Source: an optimization exercise on an open RTL-to-GDS flow (aim: small area, a short achievable clock period and few clock cycles per item). Production flows keep margins and buffers that such runs may drop. Function was checked by simulation only, so behaviour that the tests miss may differ from the original. Power figures rest on the tool's default switching activity, not on a simulated workload.

Design li_ram, start of the top module:
module li_ram #(
    parameter ADDR_WIDTH=8,
    parameter DATA_WIDTH=16
)
(
    input clk,
    input rst,
    input logic [ADDR_WIDTH-1:0] rd_req_addr_in,
    input logic                      rd_req_valid_in,
    output logic                     rd_req_ready_out,
    output logic [DATA_WIDTH-1:0] rd_resp_data_out,
    output logic                      rd_resp_valid_out,
    input logic                       rd_resp_ready_in,
    input logic [ADDR_WIDTH-1:0]  wr_addr_in,
    input logic [DATA_WIDTH-1:0]  wr_data_in,
    input logic                       wr_valid_in,
    output logic                      wr_ready_out
);
Size: ~7200 cells after synthesis, ~4200 flip-flops.
Settings: LEC_CHECK=0, CAP_MARGIN=20, CORE_MARGIN=2, CORE_UTILIZATION=30, CTS_CLUSTER_DIAMETER=80, CTS_CLUSTER_SIZE=30, SETUP_SLACK_MARGIN=1.8, SLEW_MARGIN=20, SYNTH_HIERARCHICAL=1, SYNTH_MINIMUM_KEEP_SIZE=0; clock period 3.7 ns.
run.sh (not shown) runs the stock make flow with config.mk's settings and CLKGATE_MAP_FILE= SYNTH_SCRIPT=/design/flow/synth_recipe.tcl, a recipe that flattens the netlist after the stock synthesis.
Testbench counts at the start, summed over its fixed seeds: cycles 24,008, reads 20,000.
Rerun with:
CORE_UTILIZATION = 45   (was 30)
PLACE_DENSITY = 0.7   (was default)
SETUP_SLACK_MARGIN = 1.5   (was 1.8)
The changed run finished with timing, DRC and antenna clean.
Total power goes down by 1.7%.
Register-to-register slack gains 0.21 ns.
Die area decreases by 33%.
Non-clock buffer count is lower by 260.
Utilization climbs by 16 points.
Hold slack is worse by 0.072 ns.
Routed wire length is lower by 9.0%.
Sequential power is about the same.
Worst setup slack gains 0.14 ns.
Sequential share of layout area came out higher by 2.7 points.
Rerun with:
CORE_UTILIZATION = 35   (was 45)
CTS_CLUSTER_SIZE = 25   (was 30)
PLACE_DENSITY = default   (was 0.7)
Wire length rises by about 4%.
Design area rises by about 1%.
Count of clock-buffer cells in the layout rises by 37.
Power rises by about 2.2%.
Critical path depth rises by 1.
Rerun with:
CORE_UTILIZATION = 30   (was 35)
CTS_CLUSTER_SIZE = 30   (was 25)
What happened: Sequential share of layout area drops by 1.2 points; count of clock-buffer cells in the layout drops by 26; die area climbs by about a fifth; flip-flop and latch count is unchanged; utilization drops by 5.1 points; setup slack degrades by 0.0078 ns; synthesized cell count stays the same; maximum frequency stays flat; final area climbs slightly.
Rerun with:
SETUP_SLACK_MARGIN = 1.2   (was 1.5)
Outcome:
- hold slack gets better by 0.21 ns
- final area came out lower by 0.80%
- via count came out lower by 0.54%

* * *

li_ram, a different RTL version from the one above (not shown whole).
Size in the first run: roughly 56 I/O pins, ~120000 um2 of cells after synthesis.
export LEC_CHECK = 0
export CAP_MARGIN = 20
export CORE_MARGIN = 2
export CORE_UTILIZATION = 30
export CTS_CLUSTER_DIAMETER = 80
export CTS_CLUSTER_SIZE = 30
export SETUP_SLACK_MARGIN = 1.5
export SLEW_MARGIN = 20
create_clock -name core_clock -period 3.7 [get_ports {clk}]
standard.sh (not shown) runs the stock make flow with config.mk's settings and CLKGATE_MAP_FILE= SYNTH_SCRIPT=/design/flow/synth_recipe.tcl, a recipe that flattens the netlist after the stock synthesis.
==> flow/flow/run.sh <==
#!/bin/bash
# The standard layout (the standard.sh: standard synthesis, then ORFS to
# finish), except that the port buffers are plain buf_4 cells instead of the
# delay cell ORFS picks by default. Every port still gets its own buffer.
set -e
export BUFFER_PORTS_ARGS="-buffer_cell sky130_fd_sc_hd__buf_4"
bash standard.sh > standard_flow.log 2>&1
The baseline passed the timing, design-rule and antenna checks.
Testbench counts at the start, summed over its fixed seeds: cycles 24,008, reads 20,000.
==> next run, changes <==
==> flow/run.sh (new file) <==
#!/bin/bash
# synth_recipe.tcl (not shown) runs the flow's synth.tcl, then flattens the netlist and writes it again
# the make line also repeats each setting of config.mk as NAME=value (left out here)
make -C /OpenROAD-flow-scripts/flow DESIGN_CONFIG=/design/flow/config.mk WORK_HOME=/design/flow/orfs CLKGATE_MAP_FILE= SYNTH_SCRIPT=/design/flow/synth_recipe.tcl finish
removed: flow/flow/run.sh
removed: flow/standard.sh
The new run finished with timing, DRC and antenna clean.
Flip-flop and latch count is unchanged.
Power came out lower by 0.48%.
Core utilization grows by 0.14 points.
Non-clock buffer count goes down by 20.
Routed wire length rises by about 1.2%.

* * *

== the baseline ==
li_ram, a different RTL version from the one above (not shown whole).
Size: about 4200 flip-flops, ~120000 um^2 of cells after synthesis.
clock: 3.7 ns
lec_check: 0
cap_margin: 20
core_margin: 2
core_utilization: 30
cts_cluster_diameter: 80
cts_cluster_size: 30
setup_slack_margin: 1.5
slew_margin: 20
synth_hierarchical: 1
synth_minimum_keep_size: 0
==> flow/flow/run.sh <==
#!/bin/bash
# The standard layout (the standard.sh: standard synthesis, then ORFS to
# finish), except that the port buffers are plain buf_4 cells instead of the
# delay cell ORFS picks by default. Every port still gets its own buffer.
set -e
export BUFFER_PORTS_ARGS="-buffer_cell sky130_fd_sc_hd__buf_4"
bash standard.sh > standard_flow.log 2>&1
Testbench counts of the baseline, summed over its fixed seeds: cycles 24,008, reads 20,000.
Here is what was changed in the inputs of the candidate compared with the baseline.
==> flow/run.sh (new file) <==
#!/bin/bash
# synth_recipe.tcl (not shown) runs the flow's synth.tcl, then flattens the netlist and writes it again
# the make line also repeats each setting of config.mk as NAME=value (left out here)
make -C /OpenROAD-flow-scripts/flow DESIGN_CONFIG=/design/flow/config.mk WORK_HOME=/design/flow/orfs CLKGATE_MAP_FILE= SYNTH_SCRIPT=/design/flow/synth_recipe.tcl finish
removed: flow/flow/run.sh
removed: flow/standard.sh
==> run notes <==
Diff the baseline -> the candidate: critical path depth rose 1; cell-internal power rose 0.00018 W. Via count of the first global-routing pass of the candidate is on par with the baseline. Taking the baseline as the reference point, the number of nets at the end of the flow of the candidate rises by 0.84%.

* * *

Another version of the RTL of li_ram (not shown whole).
Size: roughly 4,200 flip-flops, roughly 56 I/O pins.
make LEC_CHECK=0 CAP_MARGIN=20 CORE_MARGIN=2 CORE_UTILIZATION=40 CTS_CLUSTER_DIAMETER=100 CTS_CLUSTER_SIZE=30 SETUP_SLACK_MARGIN=1.5 SLEW_MARGIN=20 finish   # period 3.7 ns
run.sh (not shown) runs the stock make flow with config.mk's settings and CLKGATE_MAP_FILE= SYNTH_SCRIPT=/design/flow/synth_recipe.tcl, a recipe that flattens the netlist after the stock synthesis.
Stock flow here: none of the scripts above is used.
Testbench counts at the start, summed over its fixed seeds: cycles 24,008, reads 20,000.
Change:
CORE_UTILIZATION = 30   (was 40)
Result:
- final cell count went up by 10%
- area after synthesis stays the same
- utilization goes down by 12 points
- worst setup slack gains 38 ps
- register-to-register slack gains 80 ps
- non-clock buffer count drops by 103
- cell area barely changes
- maximum frequency came out higher by 1.4%
- die area rises by 33%
- routed wire length goes down by 0.54%
- critical path depth rose by 3

[static timing again, ports no longer ideal]
The flow's constraints put no driver on any port. The routed layouts listed below were extracted and timed again, unchanged, in two steps.
Step 1 sets driving cells, clkbuf_16 on the clock port and buf_2 on the other inputs (assumed; they add their load-dependent delay and slew).
Step 2 times the ports against the registers' clock, not the clock port: input delays grow and output delays shrink by t, the midpoint of the rising clock arrivals with the driver on.
Three values: no drivers, after step 1, after step 2; two values: the first two.
run	shift t [ns]	setup slack, ns	worst hold slack (ns)	latest minus earliest clock arrival (ns)
the first run of note 1	0.984	0.832 / 0.614 / -0.371	0.169 / 0.096 / 0.310	0.091 / 0.091
the second run of note 1	0.980	0.977 / 0.812 / -0.169	0.097 / 0.022 / 0.318	0.059 / 0.059
the third run of note 1	1.000	1.014 / 0.898 / -0.102	0.087 / 0.011 / 0.329	0.044 / 0.044
the fourth run of note 1	0.970	1.006 / 0.740 / -0.229	0.100 / 0.024 / 0.328	0.047 / 0.047
the fifth run of note 1	0.978	0.995 / 0.851 / -0.128	0.314 / 0.314 / 0.314	0.068 / 0.067
the first run of note 2	0.994	0.924 / 0.898 / -0.096	0.047 / -0.003 / 0.314	0.079 / 0.079
the second run of note 2	0.984	1.000 / 0.947 / -0.036	0.224 / 0.152 / 0.288	0.095 / 0.095
the baseline	0.976	0.811 / 0.671 / -0.305	0.064 / -0.006 / 0.326	0.069 / 0.070
the candidate	0.989	0.823 / 0.644 / -0.346	0.105 / 0.029 / 0.316	0.055 / 0.055
the first run of note 4	1.000	0.891 / 0.891 / -0.104	0.061 / -0.027 / 0.323	0.070 / 0.070
the second run of note 4	0.991	0.928 / 0.824 / -0.168	0.240 / 0.159 / 0.315	0.063 / 0.063
Met with ideal ports but missed after step 2: setup timing in every run listed. For the fourth run of note 1, which loses most, drivers alone change the setup slack by -0.266 ns; drivers and shift together by -1.235 ns.
